Context: an optimization exercise on an open-source flow, tuned for small area and a short achievable clock period. The choices shown serve that exercise and are no tape-out recipe. Function was checked by simulation only, so behaviour that the tests miss may differ from the original. Power figures rest on the tool's default switching activity, not on a simulated workload.

File: flow/run.sh
#!/bin/bash
# The standard layout (standard.sh: the standard flow's synthesis, floorplan, placement,
# CTS and routing), with two changes:
#  - the port buffers that global placement inserts are buf_4 cells, which
#    repair can resize, instead of the delay cell buffer_ports picks itself;
#  - timing repair aims for a setup slack of SETUP_MARGIN ns at the 10 ns clock.
set -euo pipefail
SETUP_MARGIN=5.5
export BUFFER_PORTS_ARGS="-buffer_cell sky130_fd_sc_hd__buf_4"
bash standard.sh SETUP_SLACK_MARGIN=$SETUP_MARGIN finish > standard.log 2>&1
File: standard.sh
#!/bin/bash
# synth_recipe.tcl (not shown) runs the flow's synth.tcl, then flattens the netlist and writes it again
# the make line also repeats each setting of config.mk as NAME=value (left out here)
make -C /OpenROAD-flow-scripts/flow DESIGN_CONFIG=/design/flow/config.mk WORK_HOME=/design/flow/orfs CLKGATE_MAP_FILE= SYNTH_SCRIPT=/design/flow/synth_recipe.tcl "${@:-finish}"
File: config.mk
export PLATFORM = sky130hd
export DESIGN_NAME = t5_rv32i
export DESIGN_NICKNAME = t5_rv32i
export VERILOG_FILES = /design/flow/design.v
export SDC_FILE = /design/flow/constraint.sdc
export NUM_CORES = 4
export LEC_CHECK = 0
export CAP_MARGIN = 20
export CELL_PAD_IN_SITES_DETAIL_PLACEMENT = 1
export CORE_MARGIN = 2
export CORE_UTILIZATION = 30
export CTS_BUF_LIST = sky130_fd_sc_hd__clkbuf_8
export GPL_ROUTABILITY_DRIVEN = 1
export PLACE_DENSITY = 0.38
export SLEW_MARGIN = 20
File: constraint.sdc
create_clock -name core_clock -period 10.0 [get_ports {sys_clk}]
set_input_delay 2.0000 -clock core_clock [delete_from_list [all_inputs] [get_ports {sys_clk}]]
set_output_delay 2.0000 -clock core_clock [all_outputs]
set_load 0.01 [all_outputs]
File: design.v
module t5_rv32i ( 
   mpc, iwb_wre, iwb_stb, iwb_sel, iwb_adr, dwb_wre, dwb_stb, dwb_sel,
   dwb_dto, dwb_adr,
   sys_rst, sys_ena, sys_clk, sexe, iwb_dat, dwb_dti, dwb_ack
   );
   parameter XLEN = 32;   
   output [31:2]	dwb_adr;		 
   output [31:0]	dwb_dto;		 
   output [3:0]		dwb_sel;		 
   output		dwb_stb;		 
   output		dwb_wre;		 
   output [31:2]	iwb_adr;		 
   output [3:0]		iwb_sel;		 
   output		iwb_stb;		 
   output		iwb_wre;		 
   output [31:2]	mpc;			 
   input		dwb_ack;		 
   input [31:0]		dwb_dti;		 
   input [31:0]		iwb_dat;		 
   input		sexe;			 
   input		sys_clk;		 
   input		sys_ena;		 
   input		sys_rst;		 
   wire			dbra;			 
   wire [31:0]		dcp1;			 
   wire [31:0]		dcp2;			 
   wire			dcsr;			 
   wire			dexc;			 
   wire [14:12]		dfn3;			 
   wire [31:25]		dfn7;			 
   wire [1:0]		dhart;			 
   wire			djmp;			 
   wire [31:0]		dop1;			 
   wire [31:0]		dop2;			 
   wire [6:2]		dopc;			 
   wire			dsub;			 
   wire [1:0]		fhart;			 
   wire [3:0]		fsel;			 
   wire [15:0]		rsel;			 
   wire [1:0]		ph;			 
   wire [31:0]		fpc;			 
   wire [31:0]		mald;			 
   wire [31:0]		mepc;			 
   wire [1:0]		mhart;			 
   wire [31:0]		mtvec;			 
   wire			mwre;			 
   wire [4:0]		rd0a;			 
   wire [31:0]		rd0d;			 
   wire [4:0]		rs1a;			 
   wire [XLEN-1:0]	rs1d;			 
   wire [4:0]		rs2a;			 
   wire [XLEN-1:0]	rs2d;			 
   wire			sclk;			 
   wire			sena;			 
   wire			istb;			 
   wire			srst;			 
   wire [31:2]		xbpc;			 
   wire [1:0]		xbra;			 
   wire [31:0]		xdat;			 
   wire [31:2]		xepc;			 
   wire [14:12]		xfn3;			 
   wire [6:2]		xopc;			 
   wire [31:2]		xpc;			 
   wire [3:0]		xsel;			 
   wire [1:0]		xstb;			 
   wire			xwre;			 
   t5_sysc #( 
	     .XLEN			(XLEN))
   csys ( 
	 .sclk				(sclk),
	 .srst				(srst),
	 .sena				(sena),
	 .istb				(istb),
	 .sys_clk			(sys_clk),
	 .sys_rst			(sys_rst),
	 .sys_ena			(sys_ena),
	 .xstb				(xstb[1:0]),
	 .dwb_ack			(dwb_ack));
   t5_regs #( 
	     .XLEN			(XLEN))
   regs ( 
	 .rs1d				(rs1d[XLEN-1:0]),
	 .rs2d				(rs2d[XLEN-1:0]),
	 .fsel				(fsel[3:0]),
	 .rsel				(rsel[15:0]),
	 .ph				(ph[1:0]),
	 .srst				(srst),
	 .mhart				(mhart[1:0]),
	 .mwre				(mwre),
	 .rd0a				(rd0a[4:0]),
	 .rd0d				(rd0d[XLEN-1:0]),
	 .rs1a				(rs1a[4:0]),
	 .rs2a				(rs2a[4:0]),
	 .sclk				(sclk));
   t5_back #( 
	     .XLEN			(XLEN))
   back ( 
	 .rd0d				(rd0d[31:0]),
	 .rd0a				(rd0a[4:0]),
	 .mwre				(mwre),
	 .iwb_dat			(iwb_dat[11:7]),
	 .xopc				(xopc[6:2]),
	 .xfn3				(xfn3[14:12]),
	 .xstb				(xstb[1:0]),
	 .dwb_dti			(dwb_dti[31:0]),
	 .xsel				(xsel[3:0]),
	 .mald				(mald[31:0]),
	 .srst				(srst),
	 .sclk				(sclk),
	 .sena				(sena));
   t5_inst #( 
	     .XLEN			(XLEN))
   inst ( 
	 .fpc				(fpc[31:0]),
	 .iwb_adr			(iwb_adr[31:2]),
	 .iwb_wre			(iwb_wre),
	 .iwb_stb			(iwb_stb),
	 .iwb_sel			(iwb_sel[3:0]),
	 .fhart				(fhart[1:0]),
	 .fsel				(fsel[3:0]),
	 .rsel				(rsel[15:0]),
	 .ph				(ph[1:0]),
	 .mhart				(mhart[1:0]),
	 .dhart				(dhart[1:0]),
	 .xbpc				(xbpc[31:2]),
	 .xpc				(xpc[31:2]),
	 .xbra				(xbra[1:0]),
	 .xsel				(xsel[3:0]),
	 .xstb				(xstb[1:0]),
	 .sclk				(sclk),
	 .sena				(sena),
	 .istb				(istb),
	 .srst				(srst),
	 .sys_rst			(sys_rst),
	 .mtvec				(mtvec[31:0]),
	 .mepc				(mepc[31:0]));
   t5_data #( 
	     .XLEN			(XLEN))
   data ( 
	 .dwb_adr			(dwb_adr[31:2]),
	 .dwb_dto			(dwb_dto[31:0]),
	 .dwb_sel			(dwb_sel[3:0]),
	 .dwb_wre			(dwb_wre),
	 .dwb_stb			(dwb_stb),
	 .xsel				(xsel[3:0]),
	 .xstb				(xstb[1:0]),
	 .xwre				(xwre),
	 .xbpc				(xbpc[31:2]),
	 .xdat				(xdat[31:0]),
	 .dopc				(dopc[6:2]),
	 .dfn3				(dfn3[14:12]),
	 .dcp1				(dcp1[1:0]),
	 .dcp2				(dcp2[1:0]),
	 .sclk				(sclk),
	 .srst				(srst),
	 .sena				(sena));
   t5_aslu #( 
	     .XLEN			(XLEN))
   aslu ( 
	 .xfn3				(xfn3[14:12]),
	 .mald				(mald[31:0]),
	 .xbpc				(xbpc[31:2]),
	 .xbra				(xbra[1:0]),
	 .xstb				(xstb[1:0]),
	 .xdat				(xdat[31:0]),
	 .xopc				(xopc[6:2]),
	 .mtvec				(mtvec[31:0]),
	 .mepc				(mepc[31:0]),
	 .xepc				(xepc[31:2]),
	 .dop1				(dop1[31:0]),
	 .dop2				(dop2[31:0]),
	 .dcp1				(dcp1[31:0]),
	 .dcp2				(dcp2[31:0]),
	 .dopc				(dopc[6:2]),
	 .dfn7				(dfn7[31:25]),
	 .dfn3				(dfn3[14:12]),
	 .xpc				(xpc[31:2]),
	 .dhart				(dhart[1:0]),
	 .xwre				(xwre),
	 .dexc				(dexc),
	 .dcsr				(dcsr),
	 .dsub				(dsub),
	 .dbra				(dbra),
	 .djmp				(djmp),
	 .sclk				(sclk),
	 .srst				(srst),
	 .sena				(sena));
   t5_ctrl #( 
	     .XLEN			(XLEN))
   ctrl ( 
	 .dfn3				(dfn3[14:12]),
	 .dfn7				(dfn7[31:25]),
	 .dop1				(dop1[31:0]),
	 .dop2				(dop2[31:0]),
	 .dcp1				(dcp1[31:0]),
	 .dcp2				(dcp2[31:0]),
	 .mpc				(mpc[31:2]),
	 .xpc				(xpc[31:2]),
	 .dopc				(dopc[6:2]),
	 .xepc				(xepc[31:2]),
	 .dexc				(dexc),
	 .dcsr				(dcsr),
	 .dsub				(dsub),
	 .dbra				(dbra),
	 .djmp				(djmp),
	 .rs1a				(rs1a[4:0]),
	 .rs2a				(rs2a[4:0]),
	 .fpc				(fpc[31:2]),
	 .iwb_dat			(iwb_dat[31:0]),
	 .rs2d				(rs2d[31:0]),
	 .rs1d				(rs1d[31:0]),
	 .fhart				(fhart[1:0]),
	 .sclk				(sclk),
	 .srst				(srst),
	 .sena				(sena),
	 .sexe				(sexe));
endmodule  
module t5_sysc( 
   sclk, srst, sena, istb,
   sys_clk, sys_rst, sys_ena, xstb, dwb_ack
   );
   parameter XLEN = 32;
   output sclk;
   output srst;
   output sena;
   output istb;
   input  sys_clk;
   input  sys_rst;
   input  sys_ena;
   input [1:0] xstb;
   input  dwb_ack;   
   assign sclk = sys_clk;
   reg [3:0] rst;
   assign srst = rst[3];
   reg 	     ena;
   assign sena = sys_ena & ena & !(xstb[1] ^ dwb_ack);
   wire      idle = ena & !xstb[1];
   assign istb = (sys_ena & idle) | (sys_ena & ena & dwb_ack);
   always @(posedge sys_clk)
     if (sys_rst) begin
	rst <= 4'hF;	
     end else begin
	rst <= {rst[2:0],sys_rst};	
     end
   always @(posedge sys_clk)
     if (srst) begin
	ena <= 1'h0;
     end else begin
	ena <= 1'b1;	
     end
endmodule  
module t5_regs ( 
   rs2d, rs1d,
   sclk, srst, rs2a, rs1a, rd0d, rd0a, mwre, mhart, fsel, rsel, ph
   );
   parameter XLEN = 32;
   output [XLEN-1:0]	rs1d;			 
   output [XLEN-1:0]	rs2d;			 
   input [3:0]		fsel;			 
   input [15:0]		rsel;			 
   input [1:0]		ph;			 
   input		srst;			 
   input [1:0]		mhart;			 
   input		mwre;			 
   input [4:0]		rd0a;			 
   input [XLEN-1:0]	rd0d;			 
   input [4:0]		rs1a;			 
   input [4:0]		rs2a;			 
   input		sclk;			 
   t5_gprf
     #( 
       .XLEN				(XLEN))
   gprf
     ( 
      .rs1d				(rs1d[XLEN-1:0]),
      .rs2d				(rs2d[XLEN-1:0]),
      .fsel				(fsel[3:0]),
      .rsel				(rsel[15:0]),
      .ph				(ph[1:0]),
      .srst				(srst),
      .mhart				(mhart[1:0]),
      .mwre				(mwre),
      .rd0a				(rd0a[4:0]),
      .rd0d				(rd0d[XLEN-1:0]),
      .rs1a				(rs1a[4:0]),
      .rs2a				(rs2a[4:0]),
      .sclk				(sclk));
endmodule  
module t5_gprf(
   rs2d, rs1d,
   sclk, srst, rs2a, rs1a, rd0d, rd0a, mwre, mhart, fsel, rsel, ph
   );
   parameter XLEN = 32;
   output [XLEN-1:0] rs1d;
   output [XLEN-1:0] rs2d;
   input [3:0]       fsel;	 
   input [15:0]      rsel;	 
   input [1:0]       ph;	 
   input [1:0]       mhart;
   input             mwre;
   input [4:0]       rd0a;
   input [XLEN-1:0]  rd0d;
   input [4:0]       rs1a;
   input [4:0]       rs2a;
   input             sclk, srst;
   reg [3:0]         pv;
   reg [4:0]         prd [0:3];
   reg [XLEN-1:0]    pdat [0:3];
   wire              wen = mwre & |rd0a & !srst;
   wire [3:0]        wsel = {mhart == 2'd3, mhart == 2'd2, mhart == 2'd1, mhart == 2'd0};
   wire [1:0]        ha = 2'd3 - ph;
   wire              cmv = pv[ha];
   wire [4:0]        crd = prd[ha];
   wire [XLEN-1:0]   cdat = pdat[ha];
   integer h;
   always @(posedge sclk) begin
      for (h = 0; h < 4; h = h + 1) begin
         if (wen & wsel[h]) begin
            pv[h] <= 1'b1;
            prd[h] <= rd0a;
            pdat[h] <= rd0d;
         end else if (ha == h) begin
            pv[h] <= 1'b0;
         end
      end
   end
   wire [XLEN-1:0] cur [0:31];
   assign cur[0] = {XLEN{1'b0}};
   genvar r;
   generate
      for (r = 1; r < 32; r = r + 1) begin : g
         wire           hit = cmv & (crd == r);
         reg [XLEN-1:0] s0, s1, s2, s3;
         always @(posedge sclk) begin
            s0[7:0] <= hit ? cdat[7:0] : s3[7:0];
            s1[7:0] <= s0[7:0];
            s2[7:0] <= s1[7:0];
            s3[7:0] <= s2[7:0];
            s0[15:8] <= s3[15:8];
            s1[15:8] <= hit ? cdat[15:8] : s0[15:8];
            s2[15:8] <= s1[15:8];
            s3[15:8] <= s2[15:8];
            s0[23:16] <= s3[23:16];
            s1[23:16] <= s0[23:16];
            s2[23:16] <= hit ? cdat[23:16] : s1[23:16];
            s3[23:16] <= s2[23:16];
            s0[31:24] <= s3[31:24];
            s1[31:24] <= s0[31:24];
            s2[31:24] <= s1[31:24];
            s3[31:24] <= hit ? cdat[31:24] : s2[31:24];
         end
         genvar q;
         for (q = 0; q < 4; q = q + 1) begin : b
            assign cur[r][8*q+7:8*q] =
               ({8{rsel[4*q]}} & s0[8*q+7:8*q]) | ({8{rsel[4*q+1]}} & s1[8*q+7:8*q]) |
               ({8{rsel[4*q+2]}} & s2[8*q+7:8*q]) | ({8{rsel[4*q+3]}} & s3[8*q+7:8*q]);
         end
      end
   endgenerate
   reg              bv;
   reg [4:0]        brd;
   reg [XLEN-1:0]   bdat;
   always @* begin
      bv = 1'b0;
      brd = 5'd0;
      bdat = {XLEN{1'b0}};
      for (h = 0; h < 4; h = h + 1) begin
         bv = bv | (fsel[h] & pv[h]);
         brd = brd | ({5{fsel[h]}} & prd[h]);
         bdat = bdat | ({XLEN{fsel[h]}} & pdat[h]);
      end
   end
   reg [XLEN-1:0] rs1x, rs2x;
   integer i;
   always @* begin
      rs1x = {XLEN{1'b0}};
      rs2x = {XLEN{1'b0}};
      for (i = 1; i < 32; i = i + 1) begin
         rs1x = rs1x | ({XLEN{rs1a == i}} & cur[i]);
         rs2x = rs2x | ({XLEN{rs2a == i}} & cur[i]);
      end
   end
   assign rs1d = (bv & (brd == rs1a)) ? bdat : rs1x;
   assign rs2d = (bv & (brd == rs2a)) ? bdat : rs2x;
endmodule
module dpram ( 
   dat_o, xdat_o,
   adr_i, dat_i, wre_i, xadr_i, clk_i, ena_i
   ) ;
   parameter AW = 5;  
   parameter DW = 2;  
   output [DW-1:0] dat_o;  
   input [AW-1:0]  adr_i;
   input [DW-1:0]  dat_i;
   input 	   wre_i;
   output [DW-1:0] xdat_o;  
   input [AW-1:0]  xadr_i;
   input 	   clk_i, 
		   ena_i;
   reg [DW-1:0]    rRAM [(1<<AW)-1:0];
   always @(posedge clk_i)
     if (wre_i & ena_i) rRAM[adr_i] <= dat_i;	
   assign 	   dat_o = rRAM[adr_i];
   assign 	   xdat_o = rRAM[xadr_i];   
endmodule  
module t5_back(
   rd0d, rd0a, mwre,
   iwb_dat, xopc, xfn3, xstb, dwb_dti, xsel, mald, srst, sclk, sena
   );
   parameter XLEN = 32;
   output [31:0] rd0d;
   output [4:0]      rd0a;
   output 	     mwre;
   input [11:7]      iwb_dat;   
   input [6:2] 	     xopc;
   input [14:12]     xfn3;   
   input [1:0] 	     xstb;
   input [31:0]      dwb_dti;
   input [3:0] 	     xsel;   
   input [31:0]      mald;   
   input 	     srst, sclk, sena;   
   wire 	     btype = xopc[6] & !xopc[4] & !xopc[2]; 
   wire 	     stype = !xopc[6] & xopc[5] & !xopc[4];  
   assign rd0a = mrd;
   reg [XLEN-1:0]    dext;
   always @* begin
	case (xsel)
	  4'h1: begin
	     dext[7:0] = dwb_dti[7:0];
	     dext[XLEN-1:8] = (xfn3[14]) ? 24'd0 : {24{dwb_dti[7]}};	   
	  end
	  4'h2: begin
	     dext[7:0] = dwb_dti[15:8];
	     dext[XLEN-1:8] = (xfn3[14]) ? 24'd0 : {24{dwb_dti[15]}};	   
	  end
	  4'h4: begin
	     dext[7:0] = dwb_dti[23:16];
	     dext[XLEN-1:8] = (xfn3[14]) ? 24'd0 : {24{dwb_dti[23]}};	   
	  end
	  4'h8: begin
	     dext[7:0] = dwb_dti[31:24];
	     dext[XLEN-1:8] = (xfn3[14]) ? 24'd0 : {24{dwb_dti[31]}};	   
	  end
	  4'h3: begin
	     dext[15:0] = dwb_dti[15:0];
	     dext[XLEN-1:16] = (xfn3[14]) ? 16'd0 : {16{dwb_dti[15]}}; 
	  end
	  4'hC: begin
	     dext[15:0] = dwb_dti[31:16];
	     dext[XLEN-1:16] = (xfn3[14]) ? 16'd0 : {16{dwb_dti[31]}}; 
	  end
	  4'hF: begin
	     dext = dwb_dti;	   
	  end
	  default: dext = 32'h0;	
	endcase
   end
   reg [XLEN-1:0] mres;
   assign rd0d = mres;   
   always @(posedge sclk)
     if (sena) begin
	mres <= (xopc == 5'd0) ? dext : mald;
     end
   reg [4:0] 	     drd, xrd, mrd;   
   always @(posedge sclk)
     if (srst) begin
	drd <= 5'h0;
	mrd <= 5'h0;
	xrd <= 5'h0;
     end else if (sena) begin
	mrd <= xrd;
	xrd <= drd;
	drd <= iwb_dat[11:7];	
     end
   reg mwre;   
   always @(posedge sclk)
     if (srst) begin
	mwre <= 1'b1;	
     end else if (sena) begin
	mwre <= ~&xstb & |xrd & !stype & !btype;	
     end
endmodule  
module t5_inst( 
   fpc, iwb_adr, iwb_wre, iwb_stb, iwb_sel, fhart, fsel, rsel, ph, mhart, dhart,
   xbpc, xpc, xbra, xsel, xstb, sclk, sena, istb, srst, sys_rst, mtvec,
   mepc
   );
   parameter XLEN = 32;
   output [31:0] fpc;   
   output [31:2] iwb_adr;
   output 	 iwb_wre;
   output 	 iwb_stb;   
   output [3:0]  iwb_sel;
   output [1:0]  fhart, mhart, dhart;
   output [3:0]  fsel;	 
   output [15:0] rsel;	 
   output [1:0]  ph;	 
   input [31:2]  xbpc, xpc;   
   input [1:0] 	 xbra;
   input [3:0] 	 xsel;
   input [1:0]	 xstb;
   input 	 sclk, sena, istb, srst, sys_rst;
   input [31:0]  mtvec,mepc;   
   assign iwb_sel = 4'hF;
   assign iwb_wre = 1'b0;
   reg [1:0] 	     hart;
   wire [1:0] 	     dhart = ~hart;
   wire [1:0] 	     whart = {hart[0],!hart[1]};   
   assign mhart = hart;   
   always @(posedge sclk)     
     if (sys_rst) begin
	hart <= 2'h0;
     end else if (sena|srst) begin
	hart <= whart;  
     end
   reg [31:0]    fpc;
   reg [3:0] 	 fsel;
   assign fhart = fpc[1:0];
   always @(posedge sclk)
     if (srst) begin
	fpc <= 32'h0;
	fsel <= 4'h1;
     end else if (sena) begin 
	fpc <= {iwb_adr, hart};
	fsel <= {hart == 2'd3, hart == 2'd2, hart == 2'd1, hart == 2'd0};
     end
   reg [1:0] 	 ph;
   reg [15:0] 	 rsel;
   wire [1:0] 	 fh_n = srst ? 2'd0 : sena ? hart : fpc[1:0];
   wire [1:0] 	 rs_n = fh_n + ph + 2'd1;
   always @(posedge sclk) begin
      ph <= ph + 2'd1;
      rsel[3:0] <= {rs_n == 2'd3, rs_n == 2'd2, rs_n == 2'd1, rs_n == 2'd0};
      rsel[7:4] <= {rs_n == 2'd2, rs_n == 2'd1, rs_n == 2'd0, rs_n == 2'd3};
      rsel[11:8] <= {rs_n == 2'd1, rs_n == 2'd0, rs_n == 2'd3, rs_n == 2'd2};
      rsel[15:12] <= {rs_n == 2'd0, rs_n == 2'd3, rs_n == 2'd2, rs_n == 2'd1};
   end
   reg [31:2]    iwb_adr;
   assign iwb_stb = istb;	 
   always @(posedge sclk)
     if (srst) begin
       iwb_adr <= 30'h0;
     end else if (sena) begin
	case ({xbra,&xstb})
	  3'b110,3'b001: iwb_adr <= mtvec[31:2];  
	  3'b010: iwb_adr <= mepc[31:2]; 	  
	  3'b100: iwb_adr <= xbpc[31:2];  
	  default: iwb_adr <= xpc[31:2];  
	endcase  
     end
endmodule  
module t5_data ( 
   dwb_adr, dwb_dto, dwb_sel, dwb_wre, dwb_stb, xsel, xstb, xwre,
   xbpc, xdat, dopc, dfn3, dcp1, dcp2, sclk, srst, sena
   );
   parameter XLEN = 32;
   output [31:2] dwb_adr;
   output [31:0] dwb_dto;
   output [3:0]  dwb_sel;
   output 	 dwb_wre,
		 dwb_stb;
   output [3:0]  xsel;
   output [1:0]  xstb;   
   output 	 xwre;   
   input [31:2]  xbpc;
   input [31:0]  xdat;
   input [6:2] 	 dopc;
   input [14:12] dfn3;
   input [1:0] 	 dcp1, dcp2;		    
   input 	 sclk,
		 srst,
		 sena;   
   reg [3:0] 	 xsel;
   wire [1:0] 	 xoff = dcp1 + dcp2;   
   assign dwb_sel = xsel;
   always @(posedge sclk)
     if (sena) begin
	case ({dfn3[13:12],xoff[1:0]})
	  4'h0: xsel <= 4'h1; 
	  4'h1: xsel <= 4'h2; 
	  4'h2: xsel <= 4'h4; 
	  4'h3: xsel <= 4'h8; 
	  4'h4: xsel <= 4'h3; 
	  4'h6: xsel <= 4'hC; 
	  4'h8: xsel <= 4'hF; 
	  default: xsel <= 4'h0;  
	endcase  
     end
   reg [1:0]		    xstb;
   reg 			    xwre;
   assign dwb_stb = xstb[1];
   assign dwb_wre = xwre;
   always @(posedge sclk)
     if (srst) begin
	xstb[1] <= 1'h0;
     end else if (sena) begin
	xstb[1] <= !dopc[6] & !dopc[4] & !dopc[2];
     end
   always @(posedge sclk)
     if (sena) begin
	case ({dfn3[13:12],xoff[1:0]})
	  4'h0, 4'h1, 4'h2, 4'h3, 4'h4, 4'h6, 4'h8: begin
	     xstb[0] <= 1'b0;
	  end
	  default: begin  
	     xstb[0] <= 1'b1;
	  end
	endcase  
	xwre <= dopc[5];
     end
   assign dwb_adr = xbpc[31:2];
   assign dwb_dto = xdat[31:0];   
endmodule  
module t5_aslu (
   xfn3, mald, xbpc, xbra, xstb, xdat, xopc, mtvec, mepc,
   xepc, dop1, dop2, dcp1, dcp2, dopc, dfn7, dfn3, xpc, dhart, xwre,
   dexc, dcsr, dsub, dbra, djmp, sclk, srst, sena
   );
   parameter XLEN = 32;
   output [14:12] xfn3;
   output [31:0]  mald;	 
   output [31:2]  xbpc;
   output [1:0]	  xbra;
   input [1:0]	  xstb;
   output [31:0]  xdat;
   output [6:2]   xopc;
   output [31:0]  mtvec,mepc;   
   input [31:2]   xepc;   
   input [31:0]   dop1, dop2;
   input [31:0]   dcp1, dcp2;
   input [6:2] 	  dopc;
   input [31:25]  dfn7;
   input [14:12]  dfn3;
   input [31:2]   xpc;
   input [1:0] 	  dhart;
   input 	  xwre;
   input 	  dexc, dcsr, dsub, dbra, djmp;
   input 	  sclk, srst, sena;
   reg [6:2] 	  xopc;
   reg [14:12] 	  xfn3;
   always @(posedge sclk)
     if (srst) begin
	xopc <= 5'h0D;	
     end else if (sena) begin
	xopc <= dopc;
     end
   always @(posedge sclk)
     if (sena) begin
	xfn3 <= dfn3;	
     end
   wire [31:0] xadr = dcp1 + dcp2;
   wire [31:0] xadd = dsub ? dop1 - dop2 : dop1 + dop2;
   wire        xuns = &dfn3[14:13] | &dfn3[13:12];
   wire        xlt = {dop1[31] ^ !xuns, dop1[30:0]} < {dop2[31] ^ !xuns, dop2[30:0]};
   wire        xeq = dop1 == dop2;
   reg [31:0]    xlog;
   always @*
     case (dfn3[13:12])
       2'b00: xlog = dop1 ^ dop2;  
       2'b10: xlog = dop1 | dop2;  
       2'b11: xlog = dop1 & dop2;  
       default: xlog = 32'h0;       
     endcase
   wire        sleft = !dfn3[14];
   wire        sarith = dfn3[14] & dfn7[30];
   reg [31:0]  sin, sout, xshf;
   integer     k;
   always @* begin
      for (k = 0; k < 32; k = k + 1) sin[k] = sleft ? dop1[31-k] : dop1[k];
      sout = sin;
      if (dop2[0]) sout = {{1{sarith & sin[31]}}, sout[31:1]};
      if (dop2[1]) sout = {{2{sarith & sin[31]}}, sout[31:2]};
      if (dop2[2]) sout = {{4{sarith & sin[31]}}, sout[31:4]};
      if (dop2[3]) sout = {{8{sarith & sin[31]}}, sout[31:8]};
      if (dop2[4]) sout = {{16{sarith & sin[31]}}, sout[31:16]};
      for (k = 0; k < 32; k = k + 1) xshf[k] = sleft ? sout[31-k] : sout[k];
   end
   reg xcmp;
   always @*
     case (dfn3)
       3'o0: xcmp = xeq;  
       3'o1: xcmp = !xeq;  
       3'o5: xcmp = !xlt;  
       3'o7: xcmp = !xlt;  
       default: xcmp = xlt;
     endcase
   reg [31:0] rcsr, wcsr;   
   wire [31:0] 	  mask = (dfn3[14]) ? {27'd0,dcp2[19:15]} : dop1;   
   wire 	  wecsr = dcsr;
   always @*
     case(dfn3[13:12])
       default: wcsr = 32'h0;       
       2'd1: wcsr = mask;  
       2'd2: wcsr = rcsr | mask;  
       2'd3: wcsr = rcsr & ~mask;  
     endcase
   localparam [11:0]
     CSR_ECALL = 12'h000,
     CSR_MSTATUS = 12'h300,
     CSR_MISA = 12'h301,
     CSR_MEDELEG = 12'h302,
     CSR_MIDELEG = 12'h303,
     CSR_MIE = 12'h304,
     CSR_MIP = 12'h344,
     CSR_MTVEC = 12'h305,
     CSR_MTVAL = 12'h343,
     CSR_MCAUSE = 12'h342,
     CSR_MSCRATCH = 12'h340,
     CSR_MEPC = 12'h341,
     CSR_MHARTID = 12'hF14;
   reg [31:2] mepc_r;
   reg [3:0]  mcause;   
   reg [31:0] medeleg, mtval;
   reg [31:0] mtvec;
   reg [31:0] mscratch;
   reg 	      mie, mpie;
   assign mepc = {mepc_r, 2'b00};
   always @(posedge sclk)
     if (srst)  begin
	medeleg <= 32'h0;
	mscratch <= 32'h0;
	mtvec <= 32'h0;
     end else if (sena & wecsr) begin
	if (dcp2[31:20] == CSR_MEDELEG) medeleg <= wcsr;
	if (dcp2[31:20] == CSR_MSCRATCH) mscratch <= wcsr;
	if (dcp2[31:20] == CSR_MTVEC) mtvec <= wcsr;
     end
   always @*
     case (dcp2[31:20])
       CSR_MHARTID: rcsr = {30'd0,dhart};
       CSR_MISA: rcsr = 32'h40000100;
       CSR_MSCRATCH: rcsr = mscratch;       
       CSR_MEDELEG: rcsr = medeleg;
       CSR_MEPC: rcsr = mepc;
       CSR_MTVAL: rcsr = mtval;
       CSR_MTVEC: rcsr = mtvec;
       CSR_MIE,
       CSR_MIP : rcsr = 32'h00000080;  
       CSR_MCAUSE: rcsr = {28'd0,mcause};
       CSR_MSTATUS: rcsr = {21'd3,3'o0,mpie,3'o0,mie,3'o0};       
       default: rcsr = {(XLEN){1'b0}};	  
     endcase
   wire 	  wbra = (dopc[6] & dopc[5] & !dopc[4] & (dopc[2] | xcmp));  
   wire 	  balign = (|xadr[1:0] & dbra & xcmp) | (djmp & xadr[1]);  
   reg [1:0]	  xbra;
   always @(posedge sclk)
     if (srst) begin
	xbra <= 2'h0;
     end else if (sena) begin
	xbra <= {wbra|(dexc & !dcp2[21]),balign|dexc};	
     end
   reg [31:2] xbpc;
   reg [31:0] xdat;   
   reg [31:0] xres;
   wire       dlui = !dopc[6] & dopc[5] & dopc[4] & dopc[2];
   wire       dsys = dopc[6] & dopc[5] & dopc[4] & !dopc[2];
   always @(posedge sclk)
     if (sena) begin
	case ({dexc,dcp2[21]})
	  2'b11: xbpc <= mepc[31:2];  
	  default: xbpc <= {xadr[31:2]};
	endcase
	case (dfn3[13:12]) 
	  2'o0: xdat <= {4{dop2[7:0]}};
	  2'o1: xdat <= {2{dop2[15:0]}};
	  2'o2: xdat <= dop2[31:0];
	  default: xdat <= 32'h0;       
	endcase
	if (dlui) xres <= xadd;
	else if (dsys) xres <= rcsr;
	else case (dfn3)
	  3'o0: xres <= xadd[31:0];
	  3'o1: xres <= xshf;
	  3'o2: xres <= {31'd0, xlt};
	  3'o3: xres <= {31'd0, xlt};
	  3'o5: xres <= xshf;
	  default: xres <= xlog;
	endcase
     end
   reg [31:0] mald;
   always @*
     case ({xopc[6],xopc[5],xopc[4],xopc[2]})
       4'b0111, 4'b0010, 4'b0110, 4'b1110: mald = xres;
       4'b1101: mald = {xpc[31:2],2'd0};  
       4'b0011: mald = {xbpc[31:2],2'd0};  
       default: mald = 32'h0;       
     endcase
   reg [1:0] 	  xoff;
   reg 		  xexc;
   wire 	  wtval = (dcp2[31:20] == CSR_MTVAL) & wecsr;   
   wire 	  wepc = (dcp2[31:20] == CSR_MEPC) & wecsr;
   wire 	  wcause =  (dcp2[31:20] == CSR_MCAUSE) & wecsr;
   wire 	  wstatus = (dcp2[31:20] == CSR_MSTATUS) & wecsr;
   wire 	  xbrk = xbpc[20];
   always @(posedge sclk)
     if (srst) begin
	mcause <= 4'h0;
	mepc_r <= 30'h0;
	mie <= 1'h0;
	mpie <= 1'h0;
	mtval <= 32'h0;
	xexc <= 1'h0;
     end else if (sena) begin
	case({xbra,wstatus})
	  3'b110: {mpie,mie} <= {mie,1'b0};
	  3'b010: {mpie,mie} <= {1'b1,mpie};	  
	  default: if (wstatus) {mpie, mie} <= {wcsr[7],wcsr[3]};	  
	endcase
	case({&xbra|wepc,&xstb|wepc})
	  2'b11: mepc_r <= wcsr[31:2];	  
	  2'b10,2'b01: mepc_r <= xepc;
	  default: mepc_r <= mepc_r;	  
	endcase
	case({xexc,&xbra|wcause,&xstb|wcause})
	  3'b011: mcause <= wcsr[3:0];  
	  3'b010: mcause <= 4'h0;  
	  3'b110: mcause <= {!xbrk,3'o3};  
	  3'b001: mcause <= {2'o1, xwre, 1'b0};	 
	  default: mcause <= mcause;	  
	endcase
	case({&xbra|wtval,&xstb|wtval})
	  2'b11: mtval <= wcsr;	  
	  2'b10, 2'b01: mtval <= {xbpc, xoff};
	  default: mtval <= mtval;	  
	endcase
	xexc <= dexc;
     end
   always @(posedge sclk)
     if (sena) begin
	xoff <= (djmp) ? {xadr[1],1'b0} : xadr[1:0];
     end
endmodule  
module t5_ctrl ( 
   dfn3, dfn7, dop1, dop2, dcp1, dcp2, mpc, xpc, dopc, xepc, dexc,
   dcsr, dsub, dbra, djmp, rs1a, rs2a,
   fpc, iwb_dat, rs2d, rs1d, fhart, sclk, srst, sena, sexe
   );
   parameter XLEN = 32;
   output [14:12] dfn3;
   output [31:25] dfn7;   
   output [31:0]  dop1, dop2;
   output [31:0]  dcp1, dcp2;
   output [31:2]  mpc, xpc;
   output [6:2]   dopc;
   output [31:2]  xepc;   
   output 	  dexc, dcsr, dsub, dbra, djmp;		  
   output [4:0]   rs1a, rs2a;   
   input [31:2]   fpc;
   input [31:0]   iwb_dat;
   input [31:0]   rs2d, rs1d;
   input [1:0] 	  fhart;
   input 	  sclk, srst, sena, sexe;
   wire [31:0] 	  ireg = iwb_dat;
   wire [6:2] 	  opc = ireg[6:2];
   wire 	  rv32 = ireg[1] & ireg[0];
   wire 	  btype = opc[6] & !opc[4] & !opc[2]; 
   wire 	  stype = !opc[6] & opc[5] & !opc[4];  
   wire 	  utype = !opc[6] & !opc[3] & opc[2];  
   wire 	  jtype = opc[6] & opc[3] & opc[2];  
   wire 	  rtype = !opc[6] & opc[5] & opc[4] & !opc[2];
   wire 	  itype = (!opc[5] & !opc[2]) | (opc == 5'b11001);
   wire 	  ctype = opc[6] & opc[4] & |ireg[13:12];
   wire 	  etype = opc[6] & opc[4] & ~|ireg[13:12];
   reg 		  dexc, dcsr, dsub, dbra, djmp;   
   always @(posedge sclk)
     if (srst) begin
	dbra <= 1'h0;
	dcsr <= 1'h0;
	dexc <= 1'h0;
	djmp <= 1'h0;
     end else if (sena) begin
	dexc <= etype;
	dcsr <= ctype;
	dbra <= btype;
	djmp <= jtype | (itype & opc[6]);	
     end
   assign rs1a = ireg[19:15];
   assign rs2a = ireg[24:20];   
   reg [31:0]    imm;
   always @( btype or ireg or itype or jtype or stype
	    or utype) begin
      case ({itype,stype})
	2'b10: imm[0] = ireg[20];
	2'b01: imm[0] = ireg[7];
	2'b00: imm[0] = 1'b0;
	default: imm[0] = 1'b0;
      endcase  
      case ({(itype|jtype),(stype|btype)})
	2'b10: imm[4:1] = ireg[24:21];
	2'b01: imm[4:1] = ireg[11:8];
	2'b00: imm[4:1] = 4'h0;	
	default: imm[4:1] = 4'h0;	
      endcase  
      case (utype)
	1'b1: imm[10:5] = 6'd0;
	default: imm[10:5] = ireg[30:25];	
      endcase  
      case ({(utype|jtype),(utype|btype)})
	2'b10: imm[11] = ireg[20];  
	2'b01: imm[11] = ireg[7];  
	2'b11: imm[11] = 1'b0;	 
	default: imm[11] = ireg[31]; 
      endcase  
      case (utype|jtype)
	1'b1: imm[19:12] = ireg[19:12];
	default: imm[19:12] = {8{ireg[31]}};	
      endcase  
      case(utype)
	1'b1: imm[30:20] = ireg[30:20];
	default: imm[30:20] = {11{ireg[31]}};	
      endcase  
      imm[31] = ireg[31];            
   end
   reg [31:0]    dop1, dop2;
   reg [31:0] 	 dcp1, dcp2;
   always @(posedge sclk)
     if (sena) begin
	dsub <= btype | (rtype & (ireg[13] | ireg[30])) | (itype & ireg[13]);
	dcp1 <= (stype | itype | etype) ? rs1d : {fpc,2'd0};
	dcp2 <= (ctype | etype) ? {ireg[31:15],15'h0} : imm;  
	dop1 <= (rtype | itype | btype | ctype) ? rs1d : 32'd0;	
	dop2 <= (rtype | stype | btype) ? rs2d : imm;		
     end
   reg [14:12] dfn3;
   reg [31:25] dfn7;
   reg [6:2]   dopc;
   always @(posedge sclk)
     if (srst) begin
	dopc <= 5'h0D;	
     end else if (sena) begin
	dopc <= ireg[6:2];
     end
   always @(posedge sclk)
     if (sena) begin
	dfn3 <= ireg[14:12];
	dfn7 <= ireg[31:25];
     end
   reg [31:2]    mpc;
   reg [31:2]    xepc, depc;
   reg 		 dz, xz;
   assign xpc = xz ? 30'h0 : xepc + 30'd1;
   always @(posedge sclk)
     if (srst) begin
	mpc <= 30'h0;
	dz <= 1'b1;
	xz <= 1'b1;
     end else if (sena) begin
	mpc <= xpc;
	dz <= 1'b0;
	xz <= dz;
     end
   always @(posedge sclk)
     if (sena) begin
	xepc <= depc;
	depc <= fpc[31:2];
     end
endmodule  
==> summary.txt, run 1 <==
status = complete, no violations
Arr. time, crit path = 5870 ps
CP Class = in2reg
# Max-Cap Violations = 0
XOR/XNOR share of the synthesized area = 0.00530
Pwr per Cell Area = 197 mW/mm²
unrepaired setup endpoints after global routing = true
Synth Register Bits = 4757
mux contribution to synthesized area = 0.0149
final hold vios = 0
syn avg cell area = 10.6 µm²
CP Data Required Time = 11060 ps
vias per cell = 5.82
placed cells = 22000
max_slew headroom = 0.108
yosys warns = 9
non-filler cells, final = 23600
detailed placement HPWL = 556000 µm
post-layout min period = 4810 ps
main combinational cell family by area after synthesis = compound AO/OA/AOI/OAI gates
peak supply drop = 144 µV
critical path launch point type = input port
Synth cell types = 105
layout cells sized above 1 = 0.144
Core Area = 0.544 mm²
DP Area = 0.174 mm²
crit path max-delay cell type = nand4_1
Crit path max-delay family = simple AND/OR/NAND/NOR gates
synthesized cell area = 0.164 mm²
compound-cell area share of the yosys netlist = 0.239
total number of vias = 137000
Static Leakage = 68.6 nW
Area contributors post-synth = dfxtp_1, edfxtp_1, a221oi_1
Max Clock Skew = 108 ps
share of the synthesized area in the top cell type = 0.524
antenna violations before repair = 94
Initial Utilization = 0.301
Synth Instances = 15500
Final Setup Violations = 0
CTS tree = done
vias in the first global route = 135000
routability congestion estimate from global placement = 0.911
Tcrit/Tclk final = 0.481
Slew @ Worst Pin = 1330 ps
Post-synth EDFFs = 476
setup TNS = 0 ps
Top Ports = 203
Synth async-reset ratio = 0
largest net degree at the start of global routing = 141
worst skew pair latency = 1410 ps
all-layer global routing usage = 0.295
Max Fclk = 208 MHz
final instance area = 0.193 mm²
Final #Nets = 15800
Remaining DRCs = 0
DR pass1 iterations = 9
Fill cells = 59800
Synth area leader = dfxtp_1
Area Overhead vs Synth = 18.1%
clk buf depth = 4
Buffers & Inverters on Critical Path = 2
simple-gate area share of the yosys netlist = 0.0844
num rows = 271
Critical Path Max Stage Delay = 790 ps
total CTS buffers = 810
CP endpoint kind = flip-flop
initial DRC count = 14400
total grt overflow = 0
Final Max Slew Viols = 0
worst min-delay path class = reg2reg
final antenna-violating net count = 0
Port Buf Inserts = 194
H-tree Lvls = 6
clk root buf = clkbuf_8
Avg WL per Cell = 36.1 µm
Clock Sinks = 4757
Die Wd = 742 µm
most used flip-flop cell after synthesis = dfxtp_1
cts hold-fix bufs = 0
first-pass GRT wire length = 1150000 µm
Crit Path Max Fanout = 18
Clock transition at path regs = 60 ps
WL final = 851000 µm
crit-path cells = buf_4 > nor2_1 > and2_1 > nand2_4 > buf_8 > o22ai_1 > nor4_1 > nand4_1 > o211ai_1 > o31ai_1
die height = 742 µm
Seq/Total Area, Yosys = 0.611
adder-cell share of the synthesized area = 0.0111
die area = 0.551 mm²
==> path summary, 6_finish.rpt <==
kind / from / to / slack (ps) / cells past startpoint
hold reg to reg: regs.gprf.g[17].s2[1] / regs.gprf.g[17].s3[1] / 270 / 0
hold / removal: regs.gprf.g[17].s2[1] / regs.gprf.g[17].s3[1] / 270 / 0
setup / recovery: iwb_dat[20] / ctrl.dop2[3] / 5190 / 10
setup reg to reg: inst.rsel[10] / ctrl.dop2[3] / 5270 / 9
==> worst register-to-register path, delay by kind of cell, from the launching register on <==
| kind | cells | cell delay (ps) |
|---|---|---|
| compound gates | 5 | 1790 |
| buf+inv | 2 | 1070 |
| flops | 1 | 500 |
| simple gates | 2 | 1110 |
==> layer usage <==
metal | vias up | routed length, µm | GRT usage
met2 | 6282 | 380000 | 0.467
met3 | 2174 | 61300 | 0.0584
li1 | 58700 | - | -
met5 | - | 286 | 0
met1 | 69900 | 348000 | 0.374
met4 | 38 | 61500 | 0.175
==> state kept, by name, summed over array words and instances (netlist names), 128 cells and up <==
name / flops
regs.gprf.g.s2: 992
regs.gprf.g.s0: 992
regs.gprf.g.s3: 992
regs.gprf.pdat: 128
regs.gprf.g.s1: 992
==> area by class of cell <==
type,instances,area [µm²],share of cell area
Inverter,152,594,0.00308
Tap cell,7234,9050,0.0469
Timing Repair Buffer,665,5750,0.0298
Antenna cell,45,113,0.000583
Clock inverter,484,3240,0.0167
Sequential cell,4757,100000,0.518
Clock buffer,983,13500,0.0700
Multi-Input combinational cell,9246,60900,0.315
==> cells in the final DEF, fill, tap and decap left out, types with 148 or more instances in the layout <==
| cell | count |
|---|---|
| dfxtp_1 | 4270 |
| nand2_1 | 1894 |
| o21ai_0 | 1261 |
| clkbuf_8 | 984 |
| a22o_1 | 931 |
| o22ai_1 | 861 |
| a221oi_1 | 791 |
| buf_4 | 571 |
| a21oi_1 | 496 |
| edfxtp_1 | 476 |
| nor2_1 | 474 |
| inv_1 | 441 |
| a22oi_1 | 305 |
| nor4_1 | 238 |
| a221oi_2 | 154 |
| o21ai_1 | 148 |
==> cells in the mapped netlist, types with 13 or more instances <==
cell	instances
nand3_1	82
buf_2	36
and3_1	33
or2_2	13
xnor2_1	61
o221ai_1	30
o21a_1	23
a22oi_1	307
nor2_1	495
mux4_2	76
a22o_1	931
buf_4	13
and2_1	19
xor2_1	38
a221oi_1	953
buf_1	143
o21ai_0	1323
o211ai_1	98
inv_1	142
a31oi_1	73
mux2i_1	50
mux2_2	19
nor2b_1	21
ha_1	140
a21o_1	57
o21ai_1	135
nor3_1	139
clkbuf_1	1114
nand4_1	85
a222oi_1	71
nand2_1	1982
o22ai_1	862
a21oi_1	501
o311ai_0	19
o31ai_1	24
dfxtp_1	4281
edfxtp_1	476
nand2b_1	48
nor4_1	239
or3_1	16
a221o_1	15
a211oi_1	85
==> metrics by stage <==
stage,setup WS [ps],power [mW],utilization,hold WS [ps]
floorplan,5560,19.9,-,331
global placement,3310,20.2,0.319,332
detailed placement,3270,20.2,0.320,337
CTS,5340,38.3,0.352,264
global route,5370,39.2,0.355,277
finish,5190,38.0,0.355,270
==> cell families after synthesis <==
group                      after synthesis
DFF                                   4757
adders and majority gates              144
and+or+nand+nor                       3222
AOI/OAI and AO/OA                     5626
other                                    2
buffers and inverters                 1464
xor gates and xnor gates                99
muxes                                  146
==> where the power goes <==
| group | internal [mW] | switching, mW | total (mW) |
|---|---|---|---|
| clock network | 9.43 | 8.75 | 18.2 |
| logic | 0.115 | 0.440 | 0.555 |
| registers | 19.2 | 0.0174 | 19.3 |
==> what timing repair did <==
item / 4_1_cts / 5_1_grt
setup endpoints to repair: 201 / 434
pin swaps: 25 / 37
gates resized for setup: 158 / 227
gates cloned: 1 / 4
buffers inserted: 16 / 23
==> run 2, diff against run 1 <==
--- a/config.mk
+++ b/config.mk
@@ -11,4 +11,6 @@
 export CORE_UTILIZATION = 30
 export CTS_BUF_LIST = sky130_fd_sc_hd__clkbuf_8
+export CTS_CLUSTER_DIAMETER = 100
+export CTS_CLUSTER_SIZE = 12
 export GPL_ROUTABILITY_DRIVEN = 1
 export PLACE_DENSITY = 0.38
==> run 2 against run 1 <==
First-iteration DRC count down 0.11%. Still clean. Synthesized cell count unchanged. Hold slack improved by 9.5 ps. Sequential share of layout area rose by 2.9 points. Final cell count decreased by 4.0%. Clock power is about 40% lower. Highest routed layer unchanged.
==> summary.txt, run 2 <==
Top Ports = 203 (unchanged)
Synth area leader = dfxtp_1
adder-cell share of the synthesized area = 0.0111 (unchanged)
routability congestion estimate from global placement = 0.911 (unchanged)
# Max-Cap Violations = 0 (unchanged)
vias per cell = 5.91 (+1.6%)
mux contribution to synthesized area = 0.0149 (unchanged)
die height = 742 µm (unchanged)
critical path launch point type = input port
non-filler cells, final = 22600 (-4.0%)
Synth Register Bits = 4757 (unchanged)
total grt overflow = 0 (unchanged)
Core Area = 0.544 mm² (unchanged)
CP Class = in2reg
Initial Utilization = 0.301 (unchanged)
yosys warns = 9 (unchanged)
Final Setup Violations = 0 (unchanged)
H-tree Lvls = 5 (-1)
status = complete, no violations
Die Wd = 742 µm (unchanged)
worst min-delay path class = reg2reg
FF-to-FF Start = inst.rsel[10]
placed cells = 22000 (unchanged)
clk root buf = clkbuf_8
Synth async-reset ratio = 0 (unchanged)
CP Data Required Time = 11000 ps (-60 ps)
worst setup path end = ctrl.dcp1[17]
Remaining DRCs = 0 (unchanged)
Buffers & Inverters on Critical Path = 2 (unchanged)
layout cells sized above 1 = 0.110 (-0.0343)
main combinational cell family by area after synthesis = compound AO/OA/AOI/OAI gates
cell depth of the worst setup path = 9 (-1)
Area contributors post-synth = dfxtp_1, edfxtp_1, a221oi_1
compound-cell area share of the yosys netlist = 0.239 (unchanged)
total CTS buffers = 440 (-46%)
vias in the first global route = 131000 (-3.0%)
Max Fclk = 205 MHz (-1.2%)
Port Buf Inserts = 194 (unchanged)
Critical Path Max Stage Delay = 690 ps (-100 ps)
Crit Path Max Fanout = 23 (+5)
detailed placement HPWL = 556000 µm (unchanged)
reg-to-reg endpoint = ctrl.dop2[3]
peak supply drop = 115 µV (-20%)
total number of vias = 134000 (-2.4%)
initial DRC count = 14400 (-0.11%)
syn avg cell area = 10.6 µm² (unchanged)
cell depth of the worst flop-to-flop path = 9 (unchanged)
Final Max Slew Viols = 0 (unchanged)
commonest cells after routing, fill and taps aside = dfxtp_1, nand2_1, o21ai_0
reg-to-reg setup timing slack = 5240 ps (-30 ps)
first-pass GRT wire length = 1140000 µm (-1.1%)
share of the synthesized area in the top cell type = 0.524 (unchanged)
Post-synth EDFFs = 476 (unchanged)
crit path max-delay cell type = nand2_4
all-layer global routing usage = 0.293 (-0.00234)
setup TNS = 0 ps (unchanged)
Slew @ Worst Pin = 1310 ps (-19.1 ps)
Synth cell types = 105 (unchanged)
WL final = 842000 µm (-1.1%)
Total Power = 30.8 mW (-19%)
DP Area = 0.174 mm² (unchanged)
largest net degree at the start of global routing = 141 (unchanged)
Clock transition at path regs = 100 ps (+40 ps)
final antenna-violating net count = 0 (unchanged)
crit-path cells = buf_4 > nor3_1 > nand2_4 > buf_4 > o22ai_1 > nor4_1 > nand4_1 > o21ai_0 > o21ai_0
Seq/Total Area, Yosys = 0.611 (unchanged)
most common cell after layout, fill and taps aside = dfxtp_1
CTS tree = done
num rows = 271 (unchanged)
Crit path max-delay family = simple AND/OR/NAND/NOR gates
Pwr per Cell Area = 168 mW/mm² (-15%)
worst skew pair latency = 1320 ps (-90 ps)
Critical path origin = iwb_dat[15]
Static Leakage = 62.5 nW (-8.9%)
Clock Sinks = 4757 (unchanged)
DR pass1 iterations = 9 (unchanged)
simple-gate area share of the yosys netlist = 0.0844 (unchanged)
CP endpoint kind = flip-flop
cts hold-fix bufs = 0 (unchanged)
Area Overhead vs Synth = 11.9%
Max Clock Skew = 147 ps (+38.7 ps)
top-count cell post-synth = dfxtp_1
final hold vios = 0 (unchanged)
Synth top cells by count = dfxtp_1, nand2_1, o21ai_0
Arr. time, crit path = 5870 ps (about the same)
die area = 0.551 mm² (unchanged)
most used flip-flop cell after synthesis = dfxtp_1
unrepaired setup endpoints after global routing = true
XOR/XNOR share of the synthesized area = 0.00530 (unchanged)
clk buf depth = 4 (unchanged)
synthesized cell area = 0.164 mm² (unchanged)
Avg WL per Cell = 37.2 µm (+3.0%)
Tcrit/Tclk final = 0.487 (+0.00572)
final instance area = 0.183 mm² (-5.2%)
post-layout min period = 4870 ps (+57.2 ps)
max_slew headroom = 0.118 (+0.00989)
Final #Nets = 15500 (-2.4%)
antenna violations before repair = 90 (-4.3%)
Synth Instances = 15500 (unchanged)
[run 2: area by class of cell]
cell class | count | area, µm²
sequential | 4757 | 100000
antenna | 37 | 92.6
fill | 59900 | 361000
tap | 7234 | 9050
clock buffer | 442 | 6080
timing repair buffer | 657 | 5580
inverter | 152 | 592
clock inverter | 105 | 673
multi-input combinational | 9245 | 61000
[run 2: where the power goes]
part           leakage [nW]  switching, mW  internal [mW]  total, mW
clock network          3.75           6.93           4.07       11.0
registers              38.8         0.0178           19.2       19.2
logic                  20.0          0.439          0.115      0.554
total                  62.5           7.39           23.4       30.8
[run 2: worst min path at each step]
stage / start / end / slack, ps / cells past startpoint
2_1_floorplan: regs.gprf.g[1].s1[30] / regs.gprf.g[1].s2[30] / 330 / 0
3_3_place_gp: regs.gprf.g[25].s2[20] / regs.gprf.g[25].s3[20] / 330 / 0
3_5_place_dp: regs.gprf.g[31].s2[20] / regs.gprf.g[31].s3[20] / 340 / 0
4_1_cts: regs.gprf.g[13].s1[27] / regs.gprf.g[13].s2[27] / 270 / 0
5_1_grt: regs.gprf.g[25].s1[2] / regs.gprf.g[25].s2[2] / 290 / 0
6_report: regs.gprf.g[12].s2[10] / regs.gprf.g[12].s3[10] / 280 / 0
[run 2: what timing repair did]
item / CTS / global route
gates resized for setup: 175 / 226
gates cloned: 2 / 1
buffers inserted: 12 / 20
endpoints found under the setup margin: 202 / 374
pin swaps: 29 / 39
[run 2: logic make-up after synthesis]
| logic type | Yosys count |
|---|---|
| AOI/OAI and AO/OA | 5626 |
| xor gates and xnor gates | 99 |
| adders and majority gates | 144 |
| buffers and inverters | 1464 |
| DFF | 4757 |
| muxes | 146 |
| other | 2 |
| and+or+nand+nor | 3222 |
[run 2: routing by layer]
layer,global-route usage,vias to the layer above,share of wire
met5,0.00201,-,0.00057
met4,0.165,54,0.072
met3,0.0550,2064,0.069
met2,0.467,5886,0.45
met1,0.373,68400,0.41
li1,-,57400,-
[run 2: metrics by stage]
step | util | setup slack [ps] | hold slack [ps]
after floorplan | - | 5560 | 331
after global placement | 0.319 | 3310 | 332
after detailed placement | 0.320 | 3270 | 337
after CTS | 0.334 | 5340 | 267
after global routing | 0.337 | 5350 | 290
final | 0.337 | 5130 | 279
==> run 3, diff against run 2 <==
--- a/config.mk
+++ b/config.mk
@@ -15,3 +15,3 @@
 export GPL_ROUTABILITY_DRIVEN = 1
 export PLACE_DENSITY = 0.38
-export SLEW_MARGIN = 20
+export SLEW_MARGIN = 40
==> run 3 against run 2 <==
Still clean. Count of clock-buffer cells in the layout up 1. Final area increased by 0.22%. Via count rose by 0.26%. Hold slack better by 23 ps. Area after synthesis unchanged. Largest power group unchanged. Highest routed layer unchanged.
==> summary.txt, run 3 <==
status = complete, no violations
Hold Path Origin = regs.gprf.g[1].s2[8]
Area contributors post-synth = dfxtp_1, edfxtp_1, a221oi_1
Clock transition at path regs = 90 ps (about the same)
CTS tree = done
max_slew headroom = 0.293 (+0.176)
Avg WL per Cell = 37.1 µm (-0.26%)
# Max-Cap Violations = 0 (unchanged)
FF-to-FF Start = inst.rsel[10]
synthesized cell area = 0.164 mm² (unchanged)
Max Fclk = 200 MHz (-2.7%)
Final #Nets = 15500 (+0.52%)
Synth Register Bits = 4757 (unchanged)
worst skew pair latency = 1340 ps (+20 ps)
vias per cell = 5.91 (-0.12%)
syn avg cell area = 10.6 µm² (unchanged)
unrepaired setup endpoints after global routing = true
CP Class = in2reg
Top Ports = 203 (unchanged)
Arr. time, crit path = 5970 ps (+100 ps)
total grt overflow = 0 (unchanged)
clk buf depth = 4 (unchanged)
DR pass1 iterations = 8 (-1)
Final Max Slew Viols = 0 (unchanged)
reg-to-reg setup timing slack = 5410 ps (+170 ps)
Port Buf Inserts = 194 (unchanged)
Seq/Total Area, Yosys = 0.611 (unchanged)
detailed placement HPWL = 557000 µm (+0.19%)
Area Overhead vs Synth = 12.2%
Crit Path Max Fanout = 20 (-13%)
commonest cells after routing, fill and taps aside = dfxtp_1, nand2_1, o21ai_0
final core occ = 0.337 (+0.000750)
Die Wd = 742 µm (unchanged)
initial DRC count = 14100 (-2.4%)
Tcrit/Tclk final = 0.500 (+0.0134)
post-layout min period = 5000 ps (+134 ps)
setup TNS = 0 ps (unchanged)
Synth async-reset ratio = 0 (unchanged)
worst min-delay path class = reg2reg
yosys warns = 9 (unchanged)
cts hold-fix bufs = 0 (unchanged)
Slew @ Worst Pin = 1060 ps (-253 ps)
reg-to-reg endpoint = ctrl.dop2[3]
Synth top cells by count = dfxtp_1, nand2_1, o21ai_0
peak supply drop = 104 µV (-9.3%)
Static Leakage = 62.7 nW (+0.29%)
vias in the first global route = 131000 (+0.27%)
total CTS buffers = 439 (-0.23%)
hold path cells = 0 (unchanged)
layout cells sized above 1 = 0.114 (+0.00410)
non-filler cells, final = 22700 (+0.37%)
Initial Utilization = 0.301 (unchanged)
Post-synth EDFFs = 476 (unchanged)
total number of vias = 134000 (+0.26%)
antenna violations before repair = 77 (-14%)
routability congestion estimate from global placement = 0.911 (unchanged)
H-tree Lvls = 5 (unchanged)
Clock Sinks = 4757 (unchanged)
Synth area leader = dfxtp_1
Synth cell types = 105 (unchanged)
Total Power = 30.7 mW (-0.15%)
cell depth of the worst flop-to-flop path = 10 (+1)
Synth Instances = 15500 (unchanged)
critical path launch point type = input port
most used flip-flop cell after synthesis = dfxtp_1
Remaining DRCs = 0 (unchanged)
share of the synthesized area in the top cell type = 0.524 (unchanged)
largest net degree at the start of global routing = 141 (unchanged)
die area = 0.551 mm² (unchanged)
Core Area = 0.544 mm² (unchanged)
CP endpoint kind = flip-flop
Hold EP = regs.gprf.g[1].s3[8]
final hold vios = 0 (unchanged)
all-layer global routing usage = 0.293 (about the same)
Fill cells = 60000 (+0.058%)
first-pass GRT wire length = 1140000 µm (about the same)
final antenna-violating net count = 0 (unchanged)
most common cell after layout, fill and taps aside = dfxtp_1
Pwr per Cell Area = 167 mW/mm² (-0.37%)
WL final = 843000 µm (+0.11%)
CP Data Required Time = 10970 ps (-30 ps)
worst hold slack = 302 ps (+23.1 ps)
Final Setup Violations = 0 (unchanged)
Max Clock Skew = 138 ps (-8.70 ps)
die height = 742 µm (unchanged)
top-count cell post-synth = dfxtp_1
clk root buf = clkbuf_8
placed cells = 22100 (+0.34%)
num rows = 271 (unchanged)
run 3: cell counts after synthesis:
Identical to the previous run, type by type.
run 3: layout make-up:
cell class / instances / area, µm² / area share
clock inverter: 102 / 639 / 0.00348
clock buffer: 443 / 6100 / 0.0332
tap: 7234 / 9050 / 0.0493
timing repair buffer: 741 / 6210 / 0.0339
multi-input combinational: 9243 / 60800 / 0.331
inverter: 152 / 592 / 0.00322
antenna: 41 / 103 / 0.000559
sequential: 4757 / 100000 / 0.545
run 3: cell families (layout without fill, tap and decap cells):
family	after synthesis	in the layout	share of synthesized area
AO/OA/AOI/OAI	5626	5626	0.239
other	2	46	0.0000459
multiplexers	146	146	0.0149
flip-flops	4757	4757	0.611
AND/OR/NAND/NOR	3222	3223	0.0844
XOR/XNOR	99	99	0.00530
buffers and inverters	1464	1438	0.0344
adder cells (fa/ha/maj)	144	144	0.0111
run 3: worst max-delay path, stage by stage:
cell and delay, ps:
buf_4 330, nor2_1 110, and2_1 350, nand2_4 730, buf_4 520, a21oi_1 70, nor4_1 490, nand4_1 610
o21ai_0 550, o21ai_0 120
run 3: how the worst max path moves through the flow:
| stage | startpoint | endpoint | slack [ps] | cells past startpoint |
|---|---|---|---|---|
| after floorplan | dwb_ack | aslu.xbpc[10] | 5560 | 7 |
| after global placement | iwb_dat[17] | ctrl.dcp1[27] | 3310 | 9 |
| after detailed placement | iwb_dat[16] | ctrl.dcp1[19] | 3490 | 10 |
| after CTS | iwb_dat[21] | ctrl.dop2[14] | 5400 | 9 |
| after global routing | iwb_dat[15] | ctrl.dcp1[25] | 5290 | 10 |
| final | iwb_dat[15] | ctrl.dcp1[17] | 5000 | 10 |
run 3: where the power goes:
group | internal (mW) | leakage (nW) | switching, mW | total (mW)
clock | 4.04 | 3.74 | 6.91 | 11.0
sequential | 19.2 | 38.8 | 0.0175 | 19.2
combinational | 0.115 | 20.2 | 0.441 | 0.557
run 3: what timing repair did:
item                       4_1_cts  5_1_grt
gates cloned                     1        0
resized for setup              136      140
setup endpoints to repair      115      297
setup buffers                   15        9
pin swaps                       30       28
run 3: routing by layer:
layer / global-route usage / routed length [µm]
met1: 0.372 / 349000
met5: 0.00192 / 369
met4: 0.170 / 59700
met2: 0.467 / 378000
met3: 0.0549 / 55600
run 3: per-stage QoR:
stage	instance area, µm²	worst slack [ps]
2_1_floorplan	164000	5560
3_3_place_gp	174000	3310
3_5_place_dp	175000	3490
4_1_cts	182000	5400
5_1_grt	183000	5290
6_report	184000	5000
==> run 4, diff against run 3 <==
--- a/config.mk
+++ b/config.mk
@@ -14,4 +14,4 @@
 export CTS_CLUSTER_SIZE = 12
 export GPL_ROUTABILITY_DRIVEN = 1
-export PLACE_DENSITY = 0.38
+export PLACE_DENSITY = 0.46
 export SLEW_MARGIN = 40
==> run 4 against run 3 <==
Still clean on timing, DRC and antenna. Clock power about the same. Synthesized cell count unchanged. Area after synthesis unchanged. Hold slack worse by 11 ps. Combinational power down 1%. Via count up 1.5%. Clock skew down 8.3 ps. Sequential cell count unchanged. Final area down 0.31%. Sequential power about the same. Critical endpoint is now ctrl.dop2[6].
==> summary.txt, run 4 <==
crit-path cells = buf_4 > nor3b_2 > nand2_4 > buf_4 > o22ai_1 > nor4_1 > nand4_1 > o211ai_1 > o21ai_0
adder-cell share of the synthesized area = 0.0111 (unchanged)
Remaining DRCs = 0 (unchanged)
post-layout min period = 4800 ps (-204 ps)
worst skew pair latency = 1290 ps (-50 ps)
top-count cell post-synth = dfxtp_1
Final Setup Violations = 0 (unchanged)
yosys warns = 9 (unchanged)
CP Data Required Time = 10990 ps (+20 ps)
H-tree Lvls = 5 (unchanged)
total grt overflow = 0 (unchanged)
Top Ports = 203 (unchanged)
layout cells sized above 1 = 0.108 (-0.00545)
Max Fclk = 208 MHz (+4.3%)
setup TNS = 0 ps (unchanged)
Tcrit/Tclk final = 0.480 (-0.0204)
Final #Nets = 15500 (-0.23%)
Avg WL per Cell = 34.3 µm (-7.5%)
Port Buf Inserts = 194 (unchanged)
commonest cells after routing, fill and taps aside = dfxtp_1, nand2_1, o21ai_0
critical path launch point type = input port
unrepaired setup endpoints after global routing = true
Synth Register Bits = 4757 (unchanged)
max_slew headroom = 0.219 (-0.0743)
mux contribution to synthesized area = 0.0149 (unchanged)
Area Overhead vs Synth = 11.8%
peak supply drop = 112 µV (+7.1%)
Synth top cells by count = dfxtp_1, nand2_1, o21ai_0
Core Area = 0.544 mm² (unchanged)
Crit Path Max Fanout = 18 (-10%)
total CTS buffers = 439 (unchanged)
Worst path most repeated cell = buf_4
first-pass GRT wire length = 1060000 µm (-6.8%)
routability congestion estimate from global placement = 0.950 (+4.3%)
die area = 0.551 mm² (unchanged)
clk root buf = clkbuf_8
cts hold-fix bufs = 0 (unchanged)
most common cell after layout, fill and taps aside = dfxtp_1
Synth Instances = 15500 (unchanged)
Seq/Total Area, Yosys = 0.611 (unchanged)
most used flip-flop cell after synthesis = dfxtp_1
vias per cell = 6.01 (+1.7%)
syn avg cell area = 10.6 µm² (unchanged)
die height = 742 µm (unchanged)
total number of vias = 136000 (+1.5%)
Pwr per Cell Area = 167 mW/mm² (about the same)
Synth cell types = 105 (unchanged)
compound-cell area share of the yosys netlist = 0.239 (unchanged)
Area contributors post-synth = dfxtp_1, edfxtp_1, a221oi_1
DR pass1 iterations = 10 (+2)
Final Max Slew Viols = 0 (unchanged)
worst min-delay path class = reg2reg
all-layer global routing usage = 0.268 (-0.0251)
Critical Path Max Stage Delay = 820 ps (+90 ps)
Clock transition at path regs = 80 ps (about the same)
# Max-Cap Violations = 0 (unchanged)
num rows = 271 (unchanged)
largest net degree at the start of global routing = 161 (+14%)
Post-synth EDFFs = 476 (unchanged)
CTS tree = done
crit path max-delay cell type = nand4_1
CP Class = in2reg
non-filler cells, final = 22700 (-0.14%)
initial DRC count = 17100 (+22%)
simple-gate area share of the yosys netlist = 0.0844 (unchanged)
final core occ = 0.336 (-0.00105)
Die Wd = 742 µm (unchanged)
synthesized cell area = 0.164 mm² (unchanged)
Clock Sinks = 4757 (unchanged)
Synth async-reset ratio = 0 (unchanged)
vias in the first global route = 130000 (-0.95%)
main combinational cell family by area after synthesis = compound AO/OA/AOI/OAI gates
placed cells = 22000 (-0.31%)
Arr. time, crit path = 5790 ps (-180 ps)
XOR/XNOR share of the synthesized area = 0.00530 (unchanged)
status = complete, no violations
worst hold slack = 291 ps (-11.1 ps)
antenna violations before repair = 98 (+27%)
final antenna-violating net count = 0 (unchanged)
Max Clock Skew = 130 ps (-8.34 ps)
CP endpoint kind = flip-flop
Synth area leader = dfxtp_1
Initial Utilization = 0.301 (unchanged)
share of the synthesized area in the top cell type = 0.524 (unchanged)
final hold vios = 0 (unchanged)
WL final = 779000 µm (-7.6%)
Slew @ Worst Pin = 1170 ps (+107 ps)
detailed placement HPWL = 503000 µm (-9.7%)
Static Leakage = 62.3 nW (-0.62%)
clk buf depth = 4 (unchanged)
==> run 4: cell counts after synthesis <==
Identical to the previous run, type by type.
==> run 4: power by group <==
group / leakage, nW / switching [mW] / internal [mW] / total (mW)
clock: 3.74 / 6.78 / 4.08 / 10.9
combinational: 19.8 / 0.435 / 0.116 / 0.551
sequential: 38.8 / 0.0163 / 19.2 / 19.2
==> run 4: layout make-up <==
cell class | count | area [µm²]
repair buffers | 700 | 5860
well taps | 7234 | 9050
multi-input cells | 9248 | 60500
flip-flops and latches | 4757 | 100000
diodes | 45 | 113
inverters | 152 | 584
fillers | 60400 | 361000
clock inverters | 104 | 704
clock buffers | 442 | 6080
==> run 4: worst paths after layout <==
check                                            start                      to  slack (ps)  cells after the start
worst max-delay path                       iwb_dat[20]            ctrl.dop2[6]        5200                      9
worst min-delay path            regs.gprf.g[16].s3[26]  regs.gprf.g[16].s0[26]         290                      0
worst max register to register           inst.rsel[13]           ctrl.dcp1[28]        5380                     10
worst min register to register  regs.gprf.g[16].s3[26]  regs.gprf.g[16].s0[26]         290                      0
==> run 4: logic make-up after synthesis <==
group                      Yosys count
muxes                              146
AOI/OAI and AO/OA                 5626
and+or+nand+nor                   3222
adders and majority gates          144
buffers and inverters             1464
xor gates and xnor gates            99
DFF                               4757
other                                2
==> run 4: what timing repair did <==
action	CTS	global route
pin swaps	24	39
resized for setup	119	128
gates cloned	0	6
hold endpoints to repair	0	0
endpoints found under the setup margin	107	110
buffers inserted	14	37
==> run 4: worst max-delay path, delay by kind of cell <==
kind / cells / cell delay, ps
AOI/OAI and AO/OA: 3 / 830
buffers and inverters: 2 / 940
and+or+nand+nor: 4 / 1900
==> run 4: routing by layer <==
layer / up-vias / part of all wire / track usage
met1: 68900 / 0.41 / 0.350
met3: 2225 / 0.092 / 0.0622
li1: 57400 / - / -
met4: 68 / 0.072 / 0.158
met2: 7654 / 0.43 / 0.404
met5: - / 0.00069 / 0.000611
==> run 4: stage by stage <==
| stage | power [mW] | area [µm²] | setup WS, ps |
|---|---|---|---|
| detailed placement | 20.2 | 174000 | 3580 |
| CTS | 30.8 | 182000 | 5380 |
| global placement | 20.2 | 173000 | 3330 |
| floorplan | 19.9 | 164000 | 5560 |
| finish | 30.6 | 183000 | 5200 |
| global route | 31.6 | 183000 | 5370 |

-- afterwards: timing with drivers on the ports --
In the flow no input, the clock included, has a driving cell. The finished layouts below were timed again as built, in two steps.
Step 1 assumes that a clkbuf_16 drives the clock port and a buf_2 every other input.
Step 2 moves the port delays by t, midway between the first and last clock arrival at a register: inputs arrive t later, outputs are due t later. That takes back most of the time a late clock gives input paths.
a / b / c = no drivers / after step 1 / after step 2; a / b = the first two.
run	shift t [ns]	setup WS [ns]	worst hold slack (ns)	slew at the worst register clock pin (ns)
run 1	1.471	5.189 / 5.095 / 3.624	0.270 / 0.270 / 0.270	0.07 / 0.07
run 2	1.388	5.131 / 5.177 / 3.789	0.279 / 0.279 / 0.279	0.11 / 0.11
run 3	1.397	4.997 / 5.096 / 3.699	0.302 / 0.302 / 0.302	0.11 / 0.11
run 4	1.361	5.201 / 5.147 / 3.786	0.291 / 0.291 / 0.291	0.11 / 0.11
After both steps every run listed still meets setup and hold. The setup slack of run 1, which loses most, moves by -0.094 ns with the drivers and by -1.565 ns with both steps.
